What follows belongs to an exercise in optimizing a design on an open flow for small area, a short achievable clock period and few clock cycles; a production flow would make more cautious choices. Where RTL was checked, it was by simulation tests only, not by an equivalence proof against the original. For run 2, only the layout was checked, not whether the RTL still works.

==> flow/design.v, too long to show whole: its modules and the start of the top module <==
// module tx_path: 94 lines
// module tx_rnd_u: 556 lines
// module tx_rnd_w: 586 lines
// module rx_path: 190 lines
// module rx_sign: 2705 lines
// module dpsk_modem: 51 lines
module dpsk_modem (
  input  logic        clk,
  input  logic        rst_n,
  input  logic        cfg_qpsk,      
  input  logic        cfg_bypass,    
  input  logic        tx_in_valid,
  output logic        tx_in_ready,
  input  logic [7:0]  tx_in_data,
  input  logic        tx_in_last,
  output logic        tx_out_valid,
  input  logic        tx_out_ready,
  output logic [31:0] tx_out_data,
  output logic        tx_out_last,
  input  logic        rx_in_valid,
  output logic        rx_in_ready,
  input  logic [31:0] rx_in_data,
  input  logic        rx_in_last,
  output logic        rx_out_valid,
  input  logic        rx_out_ready,
  output logic [7:0]  rx_out_data,
  output logic        rx_out_last
);
  // ...
==> flow/flow/run.sh <==
#!/bin/bash
set -e
cd "$(dirname "$0")/.."
export SETUP_SLACK_MARGIN=${SETUP_SLACK_MARGIN:-7.5}
bash standard.sh > standard.log 2>&1
==> flow/standard.sh <==
#!/bin/bash
# synth_recipe.tcl (not shown) runs the flow's synth.tcl, then flattens the netlist and writes it again
# the make line also repeats each setting of config.mk as NAME=value (left out here)
make -C /OpenROAD-flow-scripts/flow DESIGN_CONFIG=/design/flow/config.mk WORK_HOME=/design/flow/orfs CLKGATE_MAP_FILE= SYNTH_SCRIPT=/design/flow/synth_recipe.tcl "${@:-finish}"
==> flow/config.mk <==
export PLATFORM = sky130hd
export DESIGN_NAME = dpsk_modem
export DESIGN_NICKNAME = dpsk_modem
export VERILOG_FILES = /design/flow/design.v
export SDC_FILE = /design/flow/constraint.sdc
export NUM_CORES = 4
export LEC_CHECK = 0
export CAP_MARGIN = 20
export CORE_MARGIN = 2
export CORE_UTILIZATION = 40
export SLEW_MARGIN = 20
==> flow/constraint.sdc <==
create_clock -name core_clock -period 14.0 [get_ports {clk}]
set_input_delay 2.8000 -clock core_clock [delete_from_list [all_inputs] [get_ports {clk}]]
set_output_delay 2.8000 -clock core_clock [all_outputs]
set_load 0.01 [all_outputs]
==> summary.txt, run 1 <==
* Outcome: finished clean
* #FFs+latches synth at 203
* Post-DP HPWL at 102.1 mm
* ClkCell Share at 2.042%
* CLK BUF at 37
* Max-area cell class: multi-input gates
* CTS H-Tree Depth at 1
* Worst r2r path cells at 22
* Non-clock buffers at 281
* Most common library cell in the layout ignoring fill and taps: inv_1
* Synth cell types at 99
* Share of layout cells above drive strength 1 at 8.486%
* CP bufs+invs at 4
* CTS tree: yes
* Initial drt markers at 3,472
* Num sequential at 203
* Max Cap Violations at 0
* #MultiIn Comb at 3,413
* Final Max Slew Viols at 0
* Sink Count at 203
* Final non-filler cell total at 6,343
* Row count at 122
* Critical Path AT at 6830 ps
* Fraction of area in multi-input gates at 71.75%
* Setup violations, final at 0
* Fill cells at 10,890
* Via count at 36,530
* Core area at 110,200 sq um
* Period utilization at 45.33%
* Hold EP: u_rx.l2
Testbench counts, summed over its fixed seeds: cycles 2,352.
==> module tx_path, before the edit <==
module tx_path (
  input  logic        clk,
  input  logic        rst_n,
  input  logic        qpsk,          
  input  logic        in_valid,
  output logic        in_ready,
  input  logic [7:0]  in_data,
  input  logic        in_last,
  output logic        out_valid,
  input  logic        out_ready,
  output logic [31:0] out_data,
  output logic        out_last
);
  logic [7:0] cur;
  logic [3:0] ccnt;                    
  logic       clast;
  logic [7:0] nxt;
  logic       nv, nlast;
  logic signed [15:0] pI, pQ;
  logic               ov, olast;
  assign in_ready  = ~nv;
  assign out_valid = ov;
  assign out_data  = {pI, pQ};
  assign out_last  = olast;
  logic adv, cur_free, acc;
  assign adv      = (ccnt != 4'd0) & (~ov | out_ready);
  assign cur_free = (ccnt == 4'd0) | (adv & (ccnt == 4'd1));
  assign acc      = in_valid & ~nv;
  logic b0, b1;
  assign b0 = cur[0];
  assign b1 = cur[1];
  logic [15:0] ru, rnu, rw, rnw;
  tx_rnd_u u_ru (.pI(pI), .pQ(pQ), .r(ru), .rn(rnu));
  tx_rnd_w u_rw (.pI(pI), .pQ(pQ), .r(rw), .rn(rnw));
  logic signed [15:0] nI, nQ;
  always_comb begin
    if (qpsk) begin
      case ({b1, b0})
        2'b00: begin nI = rw;  nQ = ru;  end
        2'b01: begin nI = rnu; nQ = rw;  end
        2'b11: begin nI = rnw; nQ = rnu; end
        default: begin nI = ru; nQ = rnw; end
      endcase
    end else begin
      nI = b0 ? (pI ^ 16'hfffe) : pI;
      nQ = pQ;
    end
  end
  always_ff @(posedge clk or negedge rst_n) begin
    if (!rst_n) begin
      pI    <= 16'sd32767;
      pQ    <= 16'sd0;
      ov    <= 1'b0;
      olast <= 1'b0;
      ccnt  <= 4'd0;
      clast <= 1'b0;
      nv    <= 1'b0;
      nlast <= 1'b0;
    end else begin
      if (adv) begin
        pI    <= nI;
        pQ    <= nQ;
        ov    <= 1'b1;
        olast <= clast & (ccnt == 4'd1);
      end else if (out_ready) begin
        ov    <= 1'b0;
      end
      if (cur_free) begin
        if (nv) begin
          ccnt  <= qpsk ? 4'd4 : 4'd8;
          clast <= nlast;
        end else if (acc) begin
          ccnt  <= qpsk ? 4'd4 : 4'd8;
          clast <= in_last;
        end else begin
          ccnt  <= 4'd0;
        end
      end else if (adv) begin
        ccnt <= ccnt - 4'd1;
      end
      if (cur_free & nv) nv <= 1'b0;
      else if (acc & ~cur_free) begin
        nv    <= 1'b1;
        nlast <= in_last;
      end
    end
  end
  always_ff @(posedge clk) begin
    if (cur_free & nv)       cur <= nxt;
    else if (cur_free & acc) cur <= in_data;
    else if (adv)            cur <= qpsk ? {2'b00, cur[7:2]} : {1'b0, cur[7:1]};
    if (acc & ~cur_free) nxt <= in_data;
  end
endmodule
==> module tx_rnd_u, before the edit <==
module tx_rnd_u (
  input  logic [15:0] pI, pQ,
  output logic [15:0] r,
  output logic [15:0] rn
);
  wire [17:0] x = {{2{pI[15]}}, pI} + {{2{pQ[15]}}, pQ};
  wire [15:0] lo = {1'b0, pI[14:0]} + {1'b0, pQ[14:0]};
  wire neg = (pI[15] & pQ[15]) | ((pI[15] ^ pQ[15]) & ~lo[15]);
  wire sat_p = $signed(x) >= 18'sd46342;
  wire sat_n = $signed(x) <= -18'sd46342;
  wire t_h0, t_k0;
  assign t_h0 = pI[11] ^ pI[5];
  assign t_k0 = pI[11] & pI[5];
  wire t_s0, t_c0;
  assign t_s0 = pI[12] ^ pI[6] ^ pI[4];
  assign t_c0 = (pI[12] & pI[6]) | (pI[12] & pI[4]) | (pI[6] & pI[4]);
  wire t_s1, t_c1;
  assign t_s1 = 1'b1 ^ pI[13] ^ pI[7];
  assign t_c1 = (1'b1 & pI[13]) | (1'b1 & pI[7]) | (pI[13] & pI[7]);
  wire t_s2, t_c2;
  assign t_s2 = pI[5] ^ pI[3] ^ pI[2];
  assign t_c2 = (pI[5] & pI[3]) | (pI[5] & pI[2]) | (pI[3] & pI[2]);
  wire t_h1, t_k1;
  assign t_h1 = pI[0] ^ pQ[13];
  assign t_k1 = pI[0] & pQ[13];
  wire t_s3, t_c3;
  assign t_s3 = 1'b1 ^ pI[14] ^ pI[8];
  assign t_c3 = (1'b1 & pI[14]) | (1'b1 & pI[8]) | (pI[14] & pI[8]);
  wire t_s4, t_c4;
  assign t_s4 = pI[6] ^ pI[4] ^ pI[3];
  assign t_c4 = (pI[6] & pI[4]) | (pI[6] & pI[3]) | (pI[4] & pI[3]);
  wire t_s5, t_c5;
  assign t_s5 = pI[1] ^ pQ[14] ^ pQ[8];
  assign t_c5 = (pI[1] & pQ[14]) | (pI[1] & pQ[8]) | (pQ[14] & pQ[8]);
  wire t_h2, t_k2;
  assign t_h2 = pQ[6] ^ pQ[4];
  assign t_k2 = pQ[6] & pQ[4];
  wire t_s6, t_c6;
  assign t_s6 = 1'b1 ^ ~pI[15] ^ pI[9];
  assign t_c6 = (1'b1 & ~pI[15]) | (1'b1 & pI[9]) | (~pI[15] & pI[9]);
  wire t_s7, t_c7;
  assign t_s7 = pI[7] ^ pI[5] ^ pI[4];
  assign t_c7 = (pI[7] & pI[5]) | (pI[7] & pI[4]) | (pI[5] & pI[4]);
  wire t_s8, t_c8;
  assign t_s8 = pI[2] ^ ~pQ[15] ^ pQ[9];
  assign t_c8 = (pI[2] & ~pQ[15]) | (pI[2] & pQ[9]) | (~pQ[15] & pQ[9]);
  wire t_s9, t_c9;
  assign t_s9 = pQ[7] ^ pQ[5] ^ pQ[4];
  assign t_c9 = (pQ[7] & pQ[5]) | (pQ[7] & pQ[4]) | (pQ[5] & pQ[4]);
  wire t_s10, t_c10;
  assign t_s10 = pI[10] ^ pI[8] ^ pI[6];
  assign t_c10 = (pI[10] & pI[8]) | (pI[10] & pI[6]) | (pI[8] & pI[6]);
  wire t_s11, t_c11;
  assign t_s11 = pI[5] ^ pI[3] ^ pQ[10];
  assign t_c11 = (pI[5] & pI[3]) | (pI[5] & pQ[10]) | (pI[3] & pQ[10]);
  wire t_h3, t_k3;
  assign t_h3 = pQ[8] ^ pQ[6];
  assign t_k3 = pQ[8] & pQ[6];
  wire t_s12, t_c12;
  assign t_s12 = 1'b1 ^ pI[11] ^ pI[9];
  assign t_c12 = (1'b1 & pI[11]) | (1'b1 & pI[9]) | (pI[11] & pI[9]);
  wire t_s13, t_c13;
  assign t_s13 = pI[7] ^ pI[6] ^ pI[4];
  assign t_c13 = (pI[7] & pI[6]) | (pI[7] & pI[4]) | (pI[6] & pI[4]);
  wire t_h4, t_k4;
  assign t_h4 = pQ[11] ^ pQ[9];
  assign t_k4 = pQ[11] & pQ[9];
  wire t_s14, t_c14;
  assign t_s14 = 1'b1 ^ pI[12] ^ pI[10];
  assign t_c14 = (1'b1 & pI[12]) | (1'b1 & pI[10]) | (pI[12] & pI[10]);
  wire t_s15, t_c15;
  assign t_s15 = pI[8] ^ pI[7] ^ pI[5];
  assign t_c15 = (pI[8] & pI[7]) | (pI[8] & pI[5]) | (pI[7] & pI[5]);
  wire t_h5, t_k5;
  assign t_h5 = pQ[12] ^ pQ[10];
  assign t_k5 = pQ[12] & pQ[10];
  wire t_s16, t_c16;
  assign t_s16 = 1'b1 ^ pI[13] ^ pI[11];
  assign t_c16 = (1'b1 & pI[13]) | (1'b1 & pI[11]) | (pI[13] & pI[11]);
  wire t_s17, t_c17;
  assign t_s17 = pI[9] ^ pI[8] ^ pI[6];
  assign t_c17 = (pI[9] & pI[8]) | (pI[9] & pI[6]) | (pI[8] & pI[6]);
  wire t_h6, t_k6;
  assign t_h6 = pQ[13] ^ pQ[11];
  assign t_k6 = pQ[13] & pQ[11];
  wire t_s18, t_c18;
  assign t_s18 = 1'b1 ^ pI[14] ^ pI[12];
  assign t_c18 = (1'b1 & pI[14]) | (1'b1 & pI[12]) | (pI[14] & pI[12]);
  wire t_s19, t_c19;
  assign t_s19 = pI[10] ^ pI[9] ^ pI[7];
  assign t_c19 = (pI[10] & pI[9]) | (pI[10] & pI[7]) | (pI[9] & pI[7]);
  wire t_h7, t_k7;
  assign t_h7 = pQ[14] ^ pQ[12];
  assign t_k7 = pQ[14] & pQ[12];
  wire t_s20, t_c20;
  assign t_s20 = 1'b1 ^ ~pI[15] ^ pI[13];
  assign t_c20 = (1'b1 & ~pI[15]) | (1'b1 & pI[13]) | (~pI[15] & pI[13]);
  wire t_s21, t_c21;
  assign t_s21 = pI[11] ^ pI[10] ^ pI[8];
  assign t_c21 = (pI[11] & pI[10]) | (pI[11] & pI[8]) | (pI[10] & pI[8]);
  wire t_h8, t_k8;
  assign t_h8 = ~pQ[15] ^ pQ[13];
  assign t_k8 = ~pQ[15] & pQ[13];
  wire t_s22, t_c22;
  assign t_s22 = pI[14] ^ pI[12] ^ pI[11];
  assign t_c22 = (pI[14] & pI[12]) | (pI[14] & pI[11]) | (pI[12] & pI[11]);
  wire t_h9, t_k9;
  assign t_h9 = 1'b1 ^ ~pI[15];
  assign t_k9 = 1'b1 & ~pI[15];
  wire t_s23, t_c23;
  assign t_s23 = pI[10] ^ pI[4] ^ pI[2];
  assign t_c23 = (pI[10] & pI[4]) | (pI[10] & pI[2]) | (pI[4] & pI[2]);
  wire t_s24, t_c24;
  assign t_s24 = pI[3] ^ pI[1] ^ pI[0];
  assign t_c24 = (pI[3] & pI[1]) | (pI[3] & pI[0]) | (pI[1] & pI[0]);
  wire t_s25, t_c25;
  assign t_s25 = pQ[11] ^ pQ[5] ^ pQ[3];
  assign t_c25 = (pQ[11] & pQ[5]) | (pQ[11] & pQ[3]) | (pQ[5] & pQ[3]);
  wire t_s26, t_c26;
  assign t_s26 = pI[2] ^ pI[1] ^ pQ[12];
  assign t_c26 = (pI[2] & pI[1]) | (pI[2] & pQ[12]) | (pI[1] & pQ[12]);
  wire t_s27, t_c27;
  assign t_s27 = pQ[6] ^ pQ[4] ^ pQ[2];
  assign t_c27 = (pQ[6] & pQ[4]) | (pQ[6] & pQ[2]) | (pQ[4] & pQ[2]);
  wire t_h10, t_k10;
  assign t_h10 = pQ[1] ^ t_k0;
  assign t_k10 = pQ[1] & t_k0;
  wire t_s28, t_c28;
  assign t_s28 = pQ[7] ^ pQ[5] ^ pQ[3];
  assign t_c28 = (pQ[7] & pQ[5]) | (pQ[7] & pQ[3]) | (pQ[5] & pQ[3]);
  wire t_s29, t_c29;
  assign t_s29 = pQ[2] ^ pQ[0] ^ t_h1;
  assign t_c29 = (pQ[2] & pQ[0]) | (pQ[2] & t_h1) | (pQ[0] & t_h1);
  wire t_s30, t_c30;
  assign t_s30 = t_c0 ^ t_s1 ^ t_s2;
  assign t_c30 = (t_c0 & t_s1) | (t_c0 & t_s2) | (t_s1 & t_s2);
  wire t_s31, t_c31;
  assign t_s31 = pQ[3] ^ pQ[1] ^ t_k1;
  assign t_c31 = (pQ[3] & pQ[1]) | (pQ[3] & t_k1) | (pQ[1] & t_k1);
  wire t_s32, t_c32;
  assign t_s32 = t_h2 ^ t_c1 ^ t_c2;
  assign t_c32 = (t_h2 & t_c1) | (t_h2 & t_c2) | (t_c1 & t_c2);
  wire t_s33, t_c33;
  assign t_s33 = t_s3 ^ t_s4 ^ t_s5;
  assign t_c33 = (t_s3 & t_s4) | (t_s3 & t_s5) | (t_s4 & t_s5);
  wire t_s34, t_c34;
  assign t_s34 = pQ[2] ^ t_k2 ^ t_c3;
  assign t_c34 = (pQ[2] & t_k2) | (pQ[2] & t_c3) | (t_k2 & t_c3);
  wire t_s35, t_c35;
  assign t_s35 = t_c4 ^ t_c5 ^ t_s6;
  assign t_c35 = (t_c4 & t_c5) | (t_c4 & t_s6) | (t_c5 & t_s6);
  wire t_s36, t_c36;
  assign t_s36 = t_s7 ^ t_s8 ^ t_s9;
  assign t_c36 = (t_s7 & t_s8) | (t_s7 & t_s9) | (t_s8 & t_s9);
  wire t_s37, t_c37;
  assign t_s37 = pQ[5] ^ pQ[3] ^ t_h3;
  assign t_c37 = (pQ[5] & pQ[3]) | (pQ[5] & t_h3) | (pQ[3] & t_h3);
  wire t_s38, t_c38;
  assign t_s38 = t_c6 ^ t_c7 ^ t_c8;
  assign t_c38 = (t_c6 & t_c7) | (t_c6 & t_c8) | (t_c7 & t_c8);
  wire t_s39, t_c39;
  assign t_s39 = t_c9 ^ t_s10 ^ t_s11;
  assign t_c39 = (t_c9 & t_s10) | (t_c9 & t_s11) | (t_s10 & t_s11);
  wire t_s40, t_c40;
  assign t_s40 = pQ[7] ^ pQ[6] ^ pQ[4];
  assign t_c40 = (pQ[7] & pQ[6]) | (pQ[7] & pQ[4]) | (pQ[6] & pQ[4]);
  wire t_s41, t_c41;
  assign t_s41 = t_k3 ^ t_h4 ^ t_c10;
  assign t_c41 = (t_k3 & t_h4) | (t_k3 & t_c10) | (t_h4 & t_c10);
  wire t_s42, t_c42;
  assign t_s42 = t_c11 ^ t_s12 ^ t_s13;
  assign t_c42 = (t_c11 & t_s12) | (t_c11 & t_s13) | (t_s12 & t_s13);
  wire t_s43, t_c43;
  assign t_s43 = pQ[8] ^ pQ[7] ^ pQ[5];
  assign t_c43 = (pQ[8] & pQ[7]) | (pQ[8] & pQ[5]) | (pQ[7] & pQ[5]);
  wire t_s44, t_c44;
  assign t_s44 = t_k4 ^ t_h5 ^ t_c12;
  assign t_c44 = (t_k4 & t_h5) | (t_k4 & t_c12) | (t_h5 & t_c12);
  wire t_s45, t_c45;
  assign t_s45 = t_c13 ^ t_s14 ^ t_s15;
  assign t_c45 = (t_c13 & t_s14) | (t_c13 & t_s15) | (t_s14 & t_s15);
  wire t_s46, t_c46;
  assign t_s46 = pQ[9] ^ pQ[8] ^ pQ[6];
  assign t_c46 = (pQ[9] & pQ[8]) | (pQ[9] & pQ[6]) | (pQ[8] & pQ[6]);
  wire t_s47, t_c47;
  assign t_s47 = t_k5 ^ t_h6 ^ t_c14;
  assign t_c47 = (t_k5 & t_h6) | (t_k5 & t_c14) | (t_h6 & t_c14);
  wire t_s48, t_c48;
  assign t_s48 = t_c15 ^ t_s16 ^ t_s17;
  assign t_c48 = (t_c15 & t_s16) | (t_c15 & t_s17) | (t_s16 & t_s17);
  wire t_s49, t_c49;
  assign t_s49 = pQ[10] ^ pQ[9] ^ pQ[7];
  assign t_c49 = (pQ[10] & pQ[9]) | (pQ[10] & pQ[7]) | (pQ[9] & pQ[7]);
  wire t_s50, t_c50;
  assign t_s50 = t_k6 ^ t_h7 ^ t_c16;
  assign t_c50 = (t_k6 & t_h7) | (t_k6 & t_c16) | (t_h7 & t_c16);
  wire t_s51, t_c51;
  assign t_s51 = t_c17 ^ t_s18 ^ t_s19;
  assign t_c51 = (t_c17 & t_s18) | (t_c17 & t_s19) | (t_s18 & t_s19);
  wire t_s52, t_c52;
  assign t_s52 = pQ[11] ^ pQ[10] ^ pQ[8];
  assign t_c52 = (pQ[11] & pQ[10]) | (pQ[11] & pQ[8]) | (pQ[10] & pQ[8]);
  wire t_s53, t_c53;
  assign t_s53 = t_k7 ^ t_h8 ^ t_c18;
  assign t_c53 = (t_k7 & t_h8) | (t_k7 & t_c18) | (t_h8 & t_c18);
  wire t_s54, t_c54;
  assign t_s54 = t_c19 ^ t_s20 ^ t_s21;
  assign t_c54 = (t_c19 & t_s20) | (t_c19 & t_s21) | (t_s20 & t_s21);
  wire t_s55, t_c55;
  assign t_s55 = pI[9] ^ pQ[14] ^ pQ[12];
  assign t_c55 = (pI[9] & pQ[14]) | (pI[9] & pQ[12]) | (pQ[14] & pQ[12]);
  wire t_s56, t_c56;
  assign t_s56 = pQ[11] ^ pQ[9] ^ t_k8;
  assign t_c56 = (pQ[11] & pQ[9]) | (pQ[11] & t_k8) | (pQ[9] & t_k8);
  wire t_s57, t_c57;
  assign t_s57 = t_c20 ^ t_c21 ^ t_s22;
  assign t_c57 = (t_c20 & t_c21) | (t_c20 & t_s22) | (t_c21 & t_s22);
  wire t_s58, t_c58;
  assign t_s58 = pI[13] ^ pI[12] ^ pI[10];
  assign t_c58 = (pI[13] & pI[12]) | (pI[13] & pI[10]) | (pI[12] & pI[10]);
  wire t_s59, t_c59;
  assign t_s59 = ~pQ[15] ^ pQ[13] ^ pQ[12];
  assign t_c59 = (~pQ[15] & pQ[13]) | (~pQ[15] & pQ[12]) | (pQ[13] & pQ[12]);
  wire t_s60, t_c60;
  assign t_s60 = pQ[10] ^ t_h9 ^ t_c22;
  assign t_c60 = (pQ[10] & t_h9) | (pQ[10] & t_c22) | (t_h9 & t_c22);
  wire t_s61, t_c61;
  assign t_s61 = pI[14] ^ pI[13] ^ pI[11];
  assign t_c61 = (pI[14] & pI[13]) | (pI[14] & pI[11]) | (pI[13] & pI[11]);
  wire t_s62, t_c62;
  assign t_s62 = pQ[14] ^ pQ[13] ^ pQ[11];
  assign t_c62 = (pQ[14] & pQ[13]) | (pQ[14] & pQ[11]) | (pQ[13] & pQ[11]);
  wire t_s63, t_c63;
  assign t_s63 = 1'b1 ^ ~pI[15] ^ pI[14];
  assign t_c63 = (1'b1 & ~pI[15]) | (1'b1 & pI[14]) | (~pI[15] & pI[14]);
  wire t_h11, t_k11;
  assign t_h11 = pI[12] ^ ~pQ[15];
  assign t_k11 = pI[12] & ~pQ[15];
  wire t_s64, t_c64;
  assign t_s64 = pI[8] ^ pI[2] ^ pI[0];
  assign t_c64 = (pI[8] & pI[2]) | (pI[8] & pI[0]) | (pI[2] & pI[0]);
  wire t_s65, t_c65;
  assign t_s65 = pI[9] ^ pI[3] ^ pI[1];
  assign t_c65 = (pI[9] & pI[3]) | (pI[9] & pI[1]) | (pI[3] & pI[1]);
  wire t_h12, t_k12;
  assign t_h12 = pQ[9] ^ pQ[3];
  assign t_k12 = pQ[9] & pQ[3];
  wire t_s66, t_c66;
  assign t_s66 = pI[0] ^ pQ[10] ^ pQ[4];
  assign t_c66 = (pI[0] & pQ[10]) | (pI[0] & pQ[4]) | (pQ[10] & pQ[4]);
  wire t_s67, t_c67;
  assign t_s67 = pQ[2] ^ pQ[0] ^ t_s23;
  assign t_c67 = (pQ[2] & pQ[0]) | (pQ[2] & t_s23) | (pQ[0] & t_s23);
  wire t_s68, t_c68;
  assign t_s68 = pQ[1] ^ pQ[0] ^ t_h0;
  assign t_c68 = (pQ[1] & pQ[0]) | (pQ[1] & t_h0) | (pQ[0] & t_h0);
  wire t_s69, t_c69;
  assign t_s69 = t_c23 ^ t_s24 ^ t_s25;
  assign t_c69 = (t_c23 & t_s24) | (t_c23 & t_s25) | (t_s24 & t_s25);
  wire t_s70, t_c70;
  assign t_s70 = t_c24 ^ t_c25 ^ t_s26;
  assign t_c70 = (t_c24 & t_c25) | (t_c24 & t_s26) | (t_c25 & t_s26);
  wire t_s71, t_c71;
  assign t_s71 = t_s27 ^ t_s0 ^ t_h10;
  assign t_c71 = (t_s27 & t_s0) | (t_s27 & t_h10) | (t_s0 & t_h10);
  wire t_s72, t_c72;
  assign t_s72 = t_c26 ^ t_c27 ^ t_k10;
  assign t_c72 = (t_c26 & t_c27) | (t_c26 & t_k10) | (t_c27 & t_k10);
  wire t_s73, t_c73;
  assign t_s73 = t_s28 ^ t_s29 ^ t_s30;
  assign t_c73 = (t_s28 & t_s29) | (t_s28 & t_s30) | (t_s29 & t_s30);
  wire t_s74, t_c74;
  assign t_s74 = t_c28 ^ t_s31 ^ t_c29;
  assign t_c74 = (t_c28 & t_s31) | (t_c28 & t_c29) | (t_s31 & t_c29);
  wire t_s75, t_c75;
  assign t_s75 = t_c30 ^ t_s32 ^ t_s33;
  assign t_c75 = (t_c30 & t_s32) | (t_c30 & t_s33) | (t_s32 & t_s33);
  wire t_s76, t_c76;
  assign t_s76 = t_c31 ^ t_c32 ^ t_c33;
  assign t_c76 = (t_c31 & t_c32) | (t_c31 & t_c33) | (t_c32 & t_c33);
  wire t_s77, t_c77;
  assign t_s77 = t_s34 ^ t_s35 ^ t_s36;
  assign t_c77 = (t_s34 & t_s35) | (t_s34 & t_s36) | (t_s35 & t_s36);
  wire t_s78, t_c78;
  assign t_s78 = t_s37 ^ t_c34 ^ t_c35;
  assign t_c78 = (t_s37 & t_c34) | (t_s37 & t_c35) | (t_c34 & t_c35);
  wire t_s79, t_c79;
  assign t_s79 = t_c36 ^ t_s38 ^ t_s39;
  assign t_c79 = (t_c36 & t_s38) | (t_c36 & t_s39) | (t_s38 & t_s39);
  wire t_s80, t_c80;
  assign t_s80 = t_s40 ^ t_c37 ^ t_c38;
  assign t_c80 = (t_s40 & t_c37) | (t_s40 & t_c38) | (t_c37 & t_c38);
  wire t_s81, t_c81;
  assign t_s81 = t_c39 ^ t_s41 ^ t_s42;
  assign t_c81 = (t_c39 & t_s41) | (t_c39 & t_s42) | (t_s41 & t_s42);
  wire t_s82, t_c82;
  assign t_s82 = t_c40 ^ t_s43 ^ t_c41;
  assign t_c82 = (t_c40 & t_s43) | (t_c40 & t_c41) | (t_s43 & t_c41);
  wire t_s83, t_c83;
  assign t_s83 = t_c42 ^ t_s44 ^ t_s45;
  assign t_c83 = (t_c42 & t_s44) | (t_c42 & t_s45) | (t_s44 & t_s45);
  wire t_s84, t_c84;
  assign t_s84 = t_c43 ^ t_s46 ^ t_c44;
  assign t_c84 = (t_c43 & t_s46) | (t_c43 & t_c44) | (t_s46 & t_c44);
  wire t_s85, t_c85;
  assign t_s85 = t_c45 ^ t_s47 ^ t_s48;
  assign t_c85 = (t_c45 & t_s47) | (t_c45 & t_s48) | (t_s47 & t_s48);
  wire t_s86, t_c86;
  assign t_s86 = t_c46 ^ t_s49 ^ t_c47;
  assign t_c86 = (t_c46 & t_s49) | (t_c46 & t_c47) | (t_s49 & t_c47);
  wire t_s87, t_c87;
  assign t_s87 = t_c48 ^ t_s50 ^ t_s51;
  assign t_c87 = (t_c48 & t_s50) | (t_c48 & t_s51) | (t_s50 & t_s51);
  wire t_s88, t_c88;
  assign t_s88 = t_c49 ^ t_s52 ^ t_c50;
  assign t_c88 = (t_c49 & t_s52) | (t_c49 & t_c50) | (t_s52 & t_c50);
  wire t_s89, t_c89;
  assign t_s89 = t_c51 ^ t_s53 ^ t_s54;
  assign t_c89 = (t_c51 & t_s53) | (t_c51 & t_s54) | (t_s53 & t_s54);
  wire t_s90, t_c90;
  assign t_s90 = t_c52 ^ t_s55 ^ t_s56;
  assign t_c90 = (t_c52 & t_s55) | (t_c52 & t_s56) | (t_s55 & t_s56);
  wire t_s91, t_c91;
  assign t_s91 = t_c53 ^ t_c54 ^ t_s57;
  assign t_c91 = (t_c53 & t_c54) | (t_c53 & t_s57) | (t_c54 & t_s57);
  wire t_s92, t_c92;
  assign t_s92 = t_c55 ^ t_s58 ^ t_s59;
  assign t_c92 = (t_c55 & t_s58) | (t_c55 & t_s59) | (t_s58 & t_s59);
  wire t_s93, t_c93;
  assign t_s93 = t_c56 ^ t_c57 ^ t_s60;
  assign t_c93 = (t_c56 & t_c57) | (t_c56 & t_s60) | (t_c57 & t_s60);
  wire t_s94, t_c94;
  assign t_s94 = t_k9 ^ t_c58 ^ t_c59;
  assign t_c94 = (t_k9 & t_c58) | (t_k9 & t_c59) | (t_c58 & t_c59);
  wire t_s95, t_c95;
  assign t_s95 = t_s61 ^ t_s62 ^ t_c60;
  assign t_c95 = (t_s61 & t_s62) | (t_s61 & t_c60) | (t_s62 & t_c60);
  wire t_s96, t_c96;
  assign t_s96 = pQ[14] ^ pQ[12] ^ t_h11;
  assign t_c96 = (pQ[14] & pQ[12]) | (pQ[14] & t_h11) | (pQ[12] & t_h11);
  wire t_s97, t_c97;
  assign t_s97 = t_c61 ^ t_c62 ^ t_s63;
  assign t_c97 = (t_c61 & t_c62) | (t_c61 & t_s63) | (t_c62 & t_s63);
  wire t_s98, t_c98;
  assign t_s98 = ~pI[15] ^ pI[13] ^ ~pQ[15];
  assign t_c98 = (~pI[15] & pI[13]) | (~pI[15] & ~pQ[15]) | (pI[13] & ~pQ[15]);
  wire t_s99, t_c99;
  assign t_s99 = pQ[13] ^ t_k11 ^ t_c63;
  assign t_c99 = (pQ[13] & t_k11) | (pQ[13] & t_c63) | (t_k11 & t_c63);
  wire t_h13, t_k13;
  assign t_h13 = pI[6] ^ pI[0];
  assign t_k13 = pI[6] & pI[0];
  wire t_s100, t_c100;
  assign t_s100 = pI[7] ^ pI[1] ^ pQ[7];
  assign t_c100 = (pI[7] & pI[1]) | (pI[7] & pQ[7]) | (pI[1] & pQ[7]);
  wire t_s101, t_c101;
  assign t_s101 = pQ[8] ^ pQ[2] ^ pQ[0];
  assign t_c101 = (pQ[8] & pQ[2]) | (pQ[8] & pQ[0]) | (pQ[2] & pQ[0]);
  wire t_s102, t_c102;
  assign t_s102 = pQ[1] ^ t_h12 ^ t_c64;
  assign t_c102 = (pQ[1] & t_h12) | (pQ[1] & t_c64) | (t_h12 & t_c64);
  wire t_s103, t_c103;
  assign t_s103 = t_k12 ^ t_c65 ^ t_s66;
  assign t_c103 = (t_k12 & t_c65) | (t_k12 & t_s66) | (t_c65 & t_s66);
  wire t_s104, t_c104;
  assign t_s104 = t_c66 ^ t_s68 ^ t_c67;
  assign t_c104 = (t_c66 & t_s68) | (t_c66 & t_c67) | (t_s68 & t_c67);
  wire t_s105, t_c105;
  assign t_s105 = t_c68 ^ t_c69 ^ t_s70;
  assign t_c105 = (t_c68 & t_c69) | (t_c68 & t_s70) | (t_c69 & t_s70);
  wire t_s106, t_c106;
  assign t_s106 = t_c70 ^ t_s72 ^ t_c71;
  assign t_c106 = (t_c70 & t_s72) | (t_c70 & t_c71) | (t_s72 & t_c71);
  wire t_s107, t_c107;
  assign t_s107 = t_c72 ^ t_s74 ^ t_c73;
  assign t_c107 = (t_c72 & t_s74) | (t_c72 & t_c73) | (t_s74 & t_c73);
  wire t_s108, t_c108;
  assign t_s108 = t_c74 ^ t_c75 ^ t_s76;
  assign t_c108 = (t_c74 & t_c75) | (t_c74 & t_s76) | (t_c75 & t_s76);
  wire t_s109, t_c109;
  assign t_s109 = t_c76 ^ t_c77 ^ t_s78;
  assign t_c109 = (t_c76 & t_c77) | (t_c76 & t_s78) | (t_c77 & t_s78);
  wire t_s110, t_c110;
  assign t_s110 = t_c78 ^ t_s80 ^ t_c79;
  assign t_c110 = (t_c78 & t_s80) | (t_c78 & t_c79) | (t_s80 & t_c79);
  wire t_s111, t_c111;
  assign t_s111 = t_c80 ^ t_s82 ^ t_c81;
  assign t_c111 = (t_c80 & t_s82) | (t_c80 & t_c81) | (t_s82 & t_c81);
  wire t_s112, t_c112;
  assign t_s112 = t_c82 ^ t_s84 ^ t_c83;
  assign t_c112 = (t_c82 & t_s84) | (t_c82 & t_c83) | (t_s84 & t_c83);
  wire t_s113, t_c113;
  assign t_s113 = t_c84 ^ t_s86 ^ t_c85;
  assign t_c113 = (t_c84 & t_s86) | (t_c84 & t_c85) | (t_s86 & t_c85);
  wire t_s114, t_c114;
  assign t_s114 = t_c86 ^ t_s88 ^ t_c87;
  assign t_c114 = (t_c86 & t_s88) | (t_c86 & t_c87) | (t_s88 & t_c87);
  wire t_s115, t_c115;
  assign t_s115 = t_s90 ^ t_c88 ^ t_c89;
  assign t_c115 = (t_s90 & t_c88) | (t_s90 & t_c89) | (t_c88 & t_c89);
  wire t_s116, t_c116;
  assign t_s116 = t_s92 ^ t_c90 ^ t_c91;
  assign t_c116 = (t_s92 & t_c90) | (t_s92 & t_c91) | (t_c90 & t_c91);
  wire t_s117, t_c117;
  assign t_s117 = t_c92 ^ t_s94 ^ t_c93;
  assign t_c117 = (t_c92 & t_s94) | (t_c92 & t_c93) | (t_s94 & t_c93);
  wire t_s118, t_c118;
  assign t_s118 = t_s96 ^ t_c94 ^ t_s97;
  assign t_c118 = (t_s96 & t_c94) | (t_s96 & t_s97) | (t_c94 & t_s97);
  wire t_s119, t_c119;
  assign t_s119 = t_s98 ^ t_c96 ^ t_c97;
  assign t_c119 = (t_s98 & t_c96) | (t_s98 & t_c97) | (t_c96 & t_c97);
  wire t_s120, t_c120;
  assign t_s120 = pI[14] ^ pQ[14] ^ t_c98;
  assign t_c120 = (pI[14] & pQ[14]) | (pI[14] & t_c98) | (pQ[14] & t_c98);
  wire t_h14, t_k14;
  assign t_h14 = 1'b1 ^ ~pI[15];
  assign t_k14 = 1'b1 & ~pI[15];
  wire t_h15, t_k15;
  assign t_h15 = pQ[6] ^ pQ[0];
  assign t_k15 = pQ[6] & pQ[0];
  wire t_s121, t_c121;
  assign t_s121 = pQ[1] ^ t_k13 ^ t_s100;
  assign t_c121 = (pQ[1] & t_k13) | (pQ[1] & t_s100) | (t_k13 & t_s100);
  wire t_s122, t_c122;
  assign t_s122 = t_c100 ^ t_s101 ^ t_s64;
  assign t_c122 = (t_c100 & t_s101) | (t_c100 & t_s64) | (t_s101 & t_s64);
  wire t_s123, t_c123;
  assign t_s123 = t_c101 ^ t_s65 ^ t_s102;
  assign t_c123 = (t_c101 & t_s65) | (t_c101 & t_s102) | (t_s65 & t_s102);
  wire t_s124, t_c124;
  assign t_s124 = t_c102 ^ t_s103 ^ t_s67;
  assign t_c124 = (t_c102 & t_s103) | (t_c102 & t_s67) | (t_s103 & t_s67);
  wire t_s125, t_c125;
  assign t_s125 = t_c103 ^ t_s69 ^ t_s104;
  assign t_c125 = (t_c103 & t_s69) | (t_c103 & t_s104) | (t_s69 & t_s104);
  wire t_s126, t_c126;
  assign t_s126 = t_s71 ^ t_c104 ^ t_s105;
  assign t_c126 = (t_s71 & t_c104) | (t_s71 & t_s105) | (t_c104 & t_s105);
  wire t_s127, t_c127;
  assign t_s127 = t_c105 ^ t_s106 ^ t_s73;
  assign t_c127 = (t_c105 & t_s106) | (t_c105 & t_s73) | (t_s106 & t_s73);
  wire t_s128, t_c128;
  assign t_s128 = t_c106 ^ t_s75 ^ t_s107;
  assign t_c128 = (t_c106 & t_s75) | (t_c106 & t_s107) | (t_s75 & t_s107);
  wire t_s129, t_c129;
  assign t_s129 = t_s77 ^ t_c107 ^ t_s108;
  assign t_c129 = (t_s77 & t_c107) | (t_s77 & t_s108) | (t_c107 & t_s108);
  wire t_s130, t_c130;
  assign t_s130 = t_s79 ^ t_c108 ^ t_s109;
  assign t_c130 = (t_s79 & t_c108) | (t_s79 & t_s109) | (t_c108 & t_s109);
  wire t_s131, t_c131;
  assign t_s131 = t_s81 ^ t_c109 ^ t_s110;
  assign t_c131 = (t_s81 & t_c109) | (t_s81 & t_s110) | (t_c109 & t_s110);
  wire t_s132, t_c132;
  assign t_s132 = t_s83 ^ t_c110 ^ t_s111;
  assign t_c132 = (t_s83 & t_c110) | (t_s83 & t_s111) | (t_c110 & t_s111);
  wire t_s133, t_c133;
  assign t_s133 = t_s85 ^ t_c111 ^ t_s112;
  assign t_c133 = (t_s85 & t_c111) | (t_s85 & t_s112) | (t_c111 & t_s112);
  wire t_s134, t_c134;
  assign t_s134 = t_s87 ^ t_c112 ^ t_s113;
  assign t_c134 = (t_s87 & t_c112) | (t_s87 & t_s113) | (t_c112 & t_s113);
  wire t_s135, t_c135;
  assign t_s135 = t_s89 ^ t_c113 ^ t_s114;
  assign t_c135 = (t_s89 & t_c113) | (t_s89 & t_s114) | (t_c113 & t_s114);
  wire t_s136, t_c136;
  assign t_s136 = t_s91 ^ t_c114 ^ t_s115;
  assign t_c136 = (t_s91 & t_c114) | (t_s91 & t_s115) | (t_c114 & t_s115);
  wire t_s137, t_c137;
  assign t_s137 = t_s93 ^ t_c115 ^ t_s116;
  assign t_c137 = (t_s93 & t_c115) | (t_s93 & t_s116) | (t_c115 & t_s116);
  wire t_s138, t_c138;
  assign t_s138 = t_s95 ^ t_s117 ^ t_c116;
  assign t_c138 = (t_s95 & t_s117) | (t_s95 & t_c116) | (t_s117 & t_c116);
  wire t_s139, t_c139;
  assign t_s139 = t_c95 ^ t_s118 ^ t_c117;
  assign t_c139 = (t_c95 & t_s118) | (t_c95 & t_c117) | (t_s118 & t_c117);
  wire t_s140, t_c140;
  assign t_s140 = t_s99 ^ t_c118 ^ t_s119;
  assign t_c140 = (t_s99 & t_c118) | (t_s99 & t_s119) | (t_c118 & t_s119);
  wire t_s141, t_c141;
  assign t_s141 = t_c99 ^ t_s120 ^ t_c119;
  assign t_c141 = (t_c99 & t_s120) | (t_c99 & t_c119) | (t_s120 & t_c119);
  wire t_s142, t_c142;
  assign t_s142 = ~pQ[15] ^ t_h14 ^ t_c120;
  assign t_c142 = (~pQ[15] & t_h14) | (~pQ[15] & t_c120) | (t_h14 & t_c120);
  wire t_s143, t_c143;
  assign t_s143 = t_c127 ^ t_s128 ^ ~neg;
  assign t_c143 = (t_c127 & t_s128) | (t_c127 & ~neg) | (t_s128 & ~neg);
  wire t_h16, t_k16;
  assign t_h16 = t_c128 ^ t_s129;
  assign t_k16 = t_c128 & t_s129;
  wire t_h17, t_k17;
  assign t_h17 = t_c129 ^ t_s130;
  assign t_k17 = t_c129 & t_s130;
  wire t_h18, t_k18;
  assign t_h18 = t_c130 ^ t_s131;
  assign t_k18 = t_c130 & t_s131;
  wire t_h19, t_k19;
  assign t_h19 = t_c131 ^ t_s132;
  assign t_k19 = t_c131 & t_s132;
  wire t_h20, t_k20;
  assign t_h20 = t_c132 ^ t_s133;
  assign t_k20 = t_c132 & t_s133;
  wire t_h21, t_k21;
  assign t_h21 = t_c133 ^ t_s134;
  assign t_k21 = t_c133 & t_s134;
  wire t_h22, t_k22;
  assign t_h22 = t_c134 ^ t_s135;
  assign t_k22 = t_c134 & t_s135;
  wire t_h23, t_k23;
  assign t_h23 = t_c135 ^ t_s136;
  assign t_k23 = t_c135 & t_s136;
  wire t_h24, t_k24;
  assign t_h24 = t_c136 ^ t_s137;
  assign t_k24 = t_c136 & t_s137;
  wire t_h25, t_k25;
  assign t_h25 = t_c137 ^ t_s138;
  assign t_k25 = t_c137 & t_s138;
  wire t_h26, t_k26;
  assign t_h26 = t_c138 ^ t_s139;
  assign t_k26 = t_c138 & t_s139;
  wire t_h27, t_k27;
  assign t_h27 = t_c139 ^ t_s140;
  assign t_k27 = t_c139 & t_s140;
  wire t_h28, t_k28;
  assign t_h28 = t_c140 ^ t_s141;
  assign t_k28 = t_c140 & t_s141;
  wire t_h29, t_k29;
  assign t_h29 = t_c141 ^ t_s142;
  assign t_k29 = t_c141 & t_s142;
  wire t_h30, t_k30;
  assign t_h30 = t_c142 ^ t_k14;
  assign t_k30 = t_c142 & t_k14;
  wire [29:0] ta = {t_k29, t_k28, t_k27, t_k26, t_k25, t_k24, t_k23, t_k22, t_k21, t_k20, t_k19, t_k18, t_k17, t_k16, t_c143, t_s143, t_c126, t_c125, t_c124, t_c123, t_c122, t_c121, t_k15, t_h15, pI[5], pI[4], pI[3], pI[2], pI[1], pI[0]};
  wire [29:0] tb = {t_h30, t_h29, t_h28, t_h27, t_h26, t_h25, t_h24, t_h23, t_h22, t_h21, t_h20, t_h19, t_h18, t_h17, t_h16, 1'b0, t_s127, t_s126, t_s125, t_s124, t_s123, t_s122, t_s121, t_h13, pQ[5], pQ[4], pQ[3], pQ[2], pQ[1], pQ[0]};
  wire [29:0] T = ta + tb;
  assign r = sat_p ? 16'h7fff : sat_n ? 16'h8000 : T[29:14];
  logic [15:0] c;
  logic       ex;
  always_comb begin
    ex = (x[13:0] == 14'h2000);
    case (x[17:14])
      4'd0: c = 16'he95f;
      4'd1: c = 16'hbc1e;
      4'd2: c = 16'h8edd;
      4'd13: c = 16'h7123;
      4'd14: c = 16'h43e2;
      4'd15: c = 16'h16a1;
      default: begin c = 16'h0000; ex = 1'b0; end
    endcase
    if (x == 18'd0) begin c = 16'h0000; ex = 1'b1; end
  end
  assign rn = ex ? c : ~r;
endmodule
==> run 2, diff against run 1 <==
--- a/flow/design.v
+++ b/flow/design.v
@@ -25,32 +25,41 @@
   assign out_last  = olast;
   logic adv, cur_free, acc;
   assign adv      = (ccnt != 4'd0) & (~ov | out_ready);
   assign cur_free = (ccnt == 4'd0) | (adv & (ccnt == 4'd1));
   assign acc      = in_valid & ~nv;
   logic b0, b1;
   assign b0 = cur[0];
   assign b1 = cur[1];
-  logic [15:0] ru, rnu, rw, rnw;
-  tx_rnd_u u_ru (.pI(pI), .pQ(pQ), .r(ru), .rn(rnu));
-  tx_rnd_w u_rw (.pI(pI), .pQ(pQ), .r(rw), .rn(rnw));
+  logic [15:0] tu, su, cu, tw, sw, cw;
+  logic        fu, xu, fw, xw;
+  tx_rnd_u u_ru (.pI(pI), .pQ(pQ), .t(tu), .sat(fu), .sv(su), .ex(xu), .c(cu));
+  tx_rnd_w u_rw (.pI(pI), .pQ(pQ), .t(tw), .sat(fw), .sv(sw), .ex(xw), .c(cw));
+  logic        uI, iI, uQ, iQ, fI, fQ;
+  logic [15:0] FI, FQ;
   logic signed [15:0] nI, nQ;
   always_comb begin
+    uI = b1 ^ b0;
+    iI = b0;
+    uQ = ~(b1 ^ b0);
+    iQ = b1;
     if (qpsk) begin
-      case ({b1, b0})
-        2'b00: begin nI = rw;  nQ = ru;  end
-        2'b01: begin nI = rnu; nQ = rw;  end
-        2'b11: begin nI = rnw; nQ = rnu; end
-        default: begin nI = ru; nQ = rnw; end
-      endcase
+      fI = uI ? (fu | (iI & xu)) : (fw | (iI & xw));
+      FI = uI ? ((iI & xu) ? cu : (su ^ {16{iI}})) : ((iI & xw) ? cw : (sw ^ {16{iI}}));
+      fQ = uQ ? (fu | (iQ & xu)) : (fw | (iQ & xw));
+      FQ = uQ ? ((iQ & xu) ? cu : (su ^ {16{iQ}})) : ((iQ & xw) ? cw : (sw ^ {16{iQ}}));
     end else begin
-      nI = b0 ? (pI ^ 16'hfffe) : pI;
-      nQ = pQ;
+      fI = 1'b1;
+      FI = b0 ? (pI ^ 16'hfffe) : pI;
+      fQ = 1'b1;
+      FQ = pQ;
     end
+    nI = fI ? FI : ((uI ? tu : tw) ^ {16{iI}});
+    nQ = fQ ? FQ : ((uQ ? tu : tw) ^ {16{iQ}});
   end
   always_ff @(posedge clk or negedge rst_n) begin
     if (!rst_n) begin
       pI    <= 16'sd32767;
       pQ    <= 16'sd0;
       ov    <= 1'b0;
       olast <= 1'b0;
       ccnt  <= 4'd0;
@@ -90,18 +99,21 @@
     if (cur_free & nv)       cur <= nxt;
     else if (cur_free & acc) cur <= in_data;
     else if (adv)            cur <= qpsk ? {2'b00, cur[7:2]} : {1'b0, cur[7:1]};
     if (acc & ~cur_free) nxt <= in_data;
   end
 endmodule
 module tx_rnd_u (
   input  logic [15:0] pI, pQ,
-  output logic [15:0] r,
-  output logic [15:0] rn
+  output logic [15:0] t,        
+  output logic        sat,      
+  output logic [15:0] sv,       
+  output logic        ex,       
+  output logic [15:0] c
 );
   wire [17:0] x = {{2{pI[15]}}, pI} + {{2{pQ[15]}}, pQ};
   wire [15:0] lo = {1'b0, pI[14:0]} + {1'b0, pQ[14:0]};
   wire neg = (pI[15] & pQ[15]) | ((pI[15] ^ pQ[15]) & ~lo[15]);
   wire sat_p = $signed(x) >= 18'sd46342;
   wire sat_n = $signed(x) <= -18'sd46342;
   wire t_h0, t_k0;
   assign t_h0 = pI[11] ^ pI[5];
@@ -626,38 +638,40 @@
   assign t_h29 = t_c141 ^ t_s142;
   assign t_k29 = t_c141 & t_s142;
   wire t_h30, t_k30;
   assign t_h30 = t_c142 ^ t_k14;
   assign t_k30 = t_c142 & t_k14;
   wire [29:0] ta = {t_k29, t_k28, t_k27, t_k26, t_k25, t_k24, t_k23, t_k22, t_k21, t_k20, t_k19, t_k18, t_k17, t_k16, t_c143, t_s143, t_c126, t_c125, t_c124, t_c123, t_c122, t_c121, t_k15, t_h15, pI[5], pI[4], pI[3], pI[2], pI[1], pI[0]};
   wire [29:0] tb = {t_h30, t_h29, t_h28, t_h27, t_h26, t_h25, t_h24, t_h23, t_h22, t_h21, t_h20, t_h19, t_h18, t_h17, t_h16, 1'b0, t_s127, t_s126, t_s125, t_s124, t_s123, t_s122, t_s121, t_h13, pQ[5], pQ[4], pQ[3], pQ[2], pQ[1], pQ[0]};
   wire [29:0] T = ta + tb;
-  assign r = sat_p ? 16'h7fff : sat_n ? 16'h8000 : T[29:14];
-  logic [15:0] c;
-  logic       ex;
+  assign t = T[29:14];
+  assign sat = sat_p | sat_n;
+  assign sv = sat_p ? 16'h7fff : 16'h8000;
   always_comb begin
     ex = (x[13:0] == 14'h2000);
     case (x[17:14])
       4'd0: c = 16'he95f;
       4'd1: c = 16'hbc1e;
       4'd2: c = 16'h8edd;
       4'd13: c = 16'h7123;
       4'd14: c = 16'h43e2;
       4'd15: c = 16'h16a1;
       default: begin c = 16'h0000; ex = 1'b0; end
     endcase
     if (x == 18'd0) begin c = 16'h0000; ex = 1'b1; end
   end
-  assign rn = ex ? c : ~r;
 endmodule
 module tx_rnd_w (
   input  logic [15:0] pI, pQ,
-  output logic [15:0] r,
-  output logic [15:0] rn
+  output logic [15:0] t,        
+  output logic        sat,      
+  output logic [15:0] sv,       
+  output logic        ex,       
+  output logic [15:0] c
 );
   wire [17:0] x = {{2{pI[15]}}, pI} - {{2{pQ[15]}}, pQ};
   wire [15:0] lo = {1'b0, pI[14:0]} + {1'b0, ~pQ[14:0]} + 16'd1;
   wire neg = (pI[15] & ~pQ[15]) | ((pI[15] ^ ~pQ[15]) & ~lo[15]);
   wire sat_p = $signed(x) >= 18'sd46342;
   wire sat_n = $signed(x) <= -18'sd46342;
   wire t_s0, t_c0;
   assign t_s0 = 1'b1 ^ pI[11] ^ pI[5];
@@ -1212,33 +1226,32 @@
   assign t_h36 = t_c144 ^ t_s145;
   assign t_k36 = t_c144 & t_s145;
   wire t_h37, t_k37;
   assign t_h37 = t_c145 ^ t_k16;
   assign t_k37 = t_c145 & t_k16;
   wire [29:0] ta = {t_k36, t_k35, t_k34, t_k33, t_k32, t_k31, t_k30, t_k29, t_k28, t_k27, t_k26, t_k25, t_k24, t_k23, t_c146, t_s146, t_c129, t_c128, t_c127, t_c126, t_c125, t_c124, t_c123, t_k22, t_k21, t_k20, t_k19, t_k18, t_k17, t_h17};
   wire [29:0] tb = {t_h37, t_h36, t_h35, t_h34, t_h33, t_h32, t_h31, t_h30, t_h29, t_h28, t_h27, t_h26, t_h25, t_h24, t_h23, 1'b0, t_s130, t_s129, t_s128, t_s127, t_s126, t_s125, t_s124, t_s123, t_h22, t_h21, t_h20, t_h19, t_h18, ~pQ[0]};
   wire [29:0] T = ta + tb;
-  assign r = sat_p ? 16'h7fff : sat_n ? 16'h8000 : T[29:14];
-  logic [15:0] c;
-  logic       ex;
+  assign t = T[29:14];
+  assign sat = sat_p | sat_n;
+  assign sv = sat_p ? 16'h7fff : 16'h8000;
   always_comb begin
     ex = (x[13:0] == 14'h2000);
     case (x[17:14])
       4'd0: c = 16'he95f;
       4'd1: c = 16'hbc1e;
       4'd2: c = 16'h8edd;
       4'd13: c = 16'h7123;
       4'd14: c = 16'h43e2;
       4'd15: c = 16'h16a1;
       default: begin c = 16'h0000; ex = 1'b0; end
     endcase
     if (x == 18'd0) begin c = 16'h0000; ex = 1'b1; end
   end
-  assign rn = ex ? c : ~r;
 endmodule
 `timescale 1ns/1ps
 module rx_path (
   input  logic        clk,
   input  logic        rst_n,
   input  logic        qpsk,          
   input  logic        in_valid,
   output logic        in_ready,
==> run 2 against run 1 <==
  * Still clean
  * Core utilization rose by 0.066 points
  * Clock skew rose by 3.4 ps
  * Register-to-register slack got worse by 70 ps
  * Global-route usage down 0.14 points
  * First-iteration DRC count shrank 11%
  * Area after synthesis increased by 0.17%
  * Clock-buffer cell count fell by 4
  * Critical path depth unchanged
  * Critical endpoint is now u_tx.pQ[12]
  * Highest routed layer is now met4
==> summary.txt, run 2 <==
* Post-Syn Instances at 4,885
* Post-DP HPWL at 101.6 mm (-0.54%)
* Commonest cells in the netlist: inv_1 (897), fa_1 (709), xnor2_1 (545)
* F_max at 155.9 MHz
* #FFs+latches synth at 203 (unchanged)
* Final hold vios at 0
* Crit-path max FO at 5
* Worst slew pin tran at 1077 ps
* Initial antenna violation count at 0
* CTS tree: yes
* Area contributors post-synth: fa_1 (32%), xnor2_1 (11%), a22oi_1 (8.2%), ha_1 (7.8%), inv_1 (7.6%)
* Setup crit start kind: register
* Utilization of the core after routing at 44.10%
* Initial drt markers at 3,091 (-11%)
* Grt ovf at 0
* Crit path cell chain: clkinvlp_4 -> buf_4 -> fa_1 -> fa_2 -> fa_1 -> inv_1 -> fa_1 -> inv_1 -> fa_1 -> inv_1 -> ha_1 -> ha_2 -> nand3_1 -> or3_4 -> a211oi_4 -> o31ai_4 -> xnor2_2 -> nand2_1 -> a21boi_2 -> a221oi_2 -> a41oi_2 -> mux2_4
* Antenna viol nets, final at 0
* Most common cell in the netlist: inv_1
* CTS H-Tree Depth at 1 (unchanged)
* Core area at 110,400 sq um (+0.14%)
* Asr flop ratio synth at 49.75%
* Relative max-transition margin at 28.11%
* Max Cap Violations at 0 (unchanged)
* Mean number of vias per cell at 5.762
* Synthesized area at 44,370 sq um
* Drt drc at 0
* Ys flop type: dfrtp_1
* Clk slew on worst S/H paths at 70 ps
* Share of layout cells above drive strength 1 at 9.585% (+1.1 points)
* Synth cell types at 107 (+8.1%)
* Period utilization at 45.81% (+0.48 points)
* Hold WC Path Type: reg2reg
* Die area at 113,600 sq um
* Vias in the first global route at 37,030
* RePlAce Congestion at 0.9615
* Cell taking the most area after synthesis: fa_1
* GRT Overall Usage at 26.49%
* Kind of end point of the critical path: register
* CP dominant cell by count: fa_1
* EDFF count, synth at 32
* Setup violations, final at 0 (unchanged)
* Avg Inst Size Synth at 9.083 sq um
* Most common library cell in the layout ignoring fill and taps: inv_1
* Most frequent cells in the layout: inv_1 (866), fa_1 (700), xnor2_1 (537), a22oi_1 (484), ha_1 (264)
* RSZ-0062 raised after global routing: true
* Synth warn at 5
* Critical-path top delay cell: dfstp_4
* Final layout net count at 5,858
* Maximum number of pins on one net before global-route repair at 65
* Num CTS Buffers at 26
* Starting Density at 40.21%
* WS Path Type: reg2reg
* Area share of the largest cell type after synthesis at 31.99%
* I/O pin count at 96
* Drt total wl at 150.4 mm
* Worst clock skew at 33.35 ps
* Die width at 337.1 um
* Placed cell area at 46,360 sq um
* Clock Latency Late Sink at 620 ps
* Via count at 36,470 (-0.16%)
* Critical Path AT at 6900 ps (+70 ps)
* Final Max Slew Viols at 0 (unchanged)
* Port buffer count at 95
* Row count at 122 (unchanged)
* Seq/Total Area, Yosys at 11.09%
* Sink Count at 203 (unchanged)
* Pre-antenna DRT Iters at 7
* Area Overhead vs Synth at 9.675%
* Number of diodes at 0
* Root buffer cell: clkbuf_16
* Worst stage delay on the critical path at 660 ps
* Required time of the critical path at 14,490 ps
* First-pass GRT wire length at 229.9 mm
* Clk buf depth at 3
* Final Instance Area at 48,670 sq um
* Routed len/inst at 23.77 um
* Die height at 337.1 um
* Outcome: finished clean
* Setup tns final at 0 ps
* Syn_nets at 5,922
* Final Critical Period at 6414 ps
## run 2: cell types whose count changed after synthesis, moves of 7 or more
| cell | previous run | this run |
|---|---|---|
| buf_1 | 69 | 89 |
| xor2_1 | 91 | 80 |
| o22ai_1 | 13 | 20 |
| nor2_1 | 189 | 196 |
| inv_1 | 889 | 897 |
| clkbuf_1 | 302 | 268 |
| a31oi_1 | 33 | 20 |
| a32o_1 | 8 | 1 |
| o21ai_0 | 138 | 154 |
| a21o_1 | 56 | 46 |
| a21oi_1 | 180 | 154 |
| mux2i_1 | 18 | 25 |
| nand2_1 | 165 | 149 |
| buf_2 | 0 | 7 |
## run 2: per-layer routing
metal / wire length [um] / up-vias / global-route usage [%] / share of wire (%)
li1: - / 15800 / - / -
met1: 59590 / 18250 / 34.45 / 40
met2: 70680 / 1955 / 43.64 / 47
met3: 12700 / 464 / 4.009 / 8.4
met4: 7466 / 0 / 11.68 / 5.0
met5: 0 / - / 0 / 0
## run 2: critical path, delay by kind of cell, from the launching register on
kind,cells,cell delay [ps]
mux,1,280
buf+inv,5,510
fa+ha+maj,7,2920
flops,1,660
simple gates,3,580
compound gates,5,1080
xor+xnor,1,240
## run 2: final timing paths
path	startpoint	end	slack, ps	cells past startpoint
hold reg to reg	u_rx.l1	u_rx.l2	330	0
setup reg to reg	u_tx.pI[7]	u_tx.pQ[12]	7590	22
setup / recovery	u_tx.pI[7]	u_tx.pQ[12]	7590	22
min in group asynchronous	rst_n	u_rx.pQt[0]	2240	1
hold / removal	u_rx.l1	u_rx.l2	330	0
max in group asynchronous	rst_n	u_tx.pQ[10]	10240	2
## run 2: logic make-up after synthesis
group / count (synthesis) / share of synthesized area (%)
adders and majority gates: 988 / 39.85
DFF: 203 / 11.09
buffers and inverters: 1288 / 11.04
xor gates and xnor gates: 625 / 12.34
muxes: 50 / 1.224
and+or+nand+nor: 639 / 7.227
AOI/OAI and AO/OA: 1092 / 17.23
## run 2: repair_timing
item	4_1_cts	5_1_grt
setup endpoints to repair	29	30
hold buffers	0	0
pin swaps	2	44
buffers inserted	50	55
gates resized for setup	56	99
## run 2: layout make-up
class,instances,area (sq um)
Fill cell,10750,61700
Sequential cell,203,5015
Tap cell,1488,1862
Inverter,913,3528
Multi-Input combinational cell,3394,34980
Timing Repair Buffer,283,2416
Clock inverter,15,175.2
Clock buffer,33,686.9
## run 2: metrics by stage
step | std cells | worst slack, ps | hold slack [ps]
floorplan | 4885 | 7615 | 309.6
detailed placement | 6176 | 6669 | 315.7
global route | 6329 | 7395 | 344.7
CTS | 6274 | 7387 | 332.7
global placement | 6176 | 6807 | 317.3
finish | 6329 | 7586 | 330.9

-- static timing again, ports no longer ideal --
Ports are ideal in the flow. The routed layouts listed here were re-timed in OpenROAD. Step 1: set_driving_cell puts a clkbuf_16 on clk and a buf_2 on each other input, an assumption about the parent block. Step 2 moves the port delays by t, midway between the first and last clock arrival at a register: inputs arrive t later, outputs are due t later. That takes back most of the time a late clock gives input paths. Slacks: ideal / step 1 / step 2; pairs: ideal / step 1.
run | t (ns) | slack for setup (ns) | slew at the worst register clock pin (ns) | cell pins on the clock port's net
run 1 | 0.661 | 7.654 / 7.654 / 7.654 | 0.07 / 0.07 | 1
run 2 | 0.678 | 7.586 / 7.586 / 7.586 | 0.07 / 0.07 | 1
After both steps every run listed still meets setup and hold.
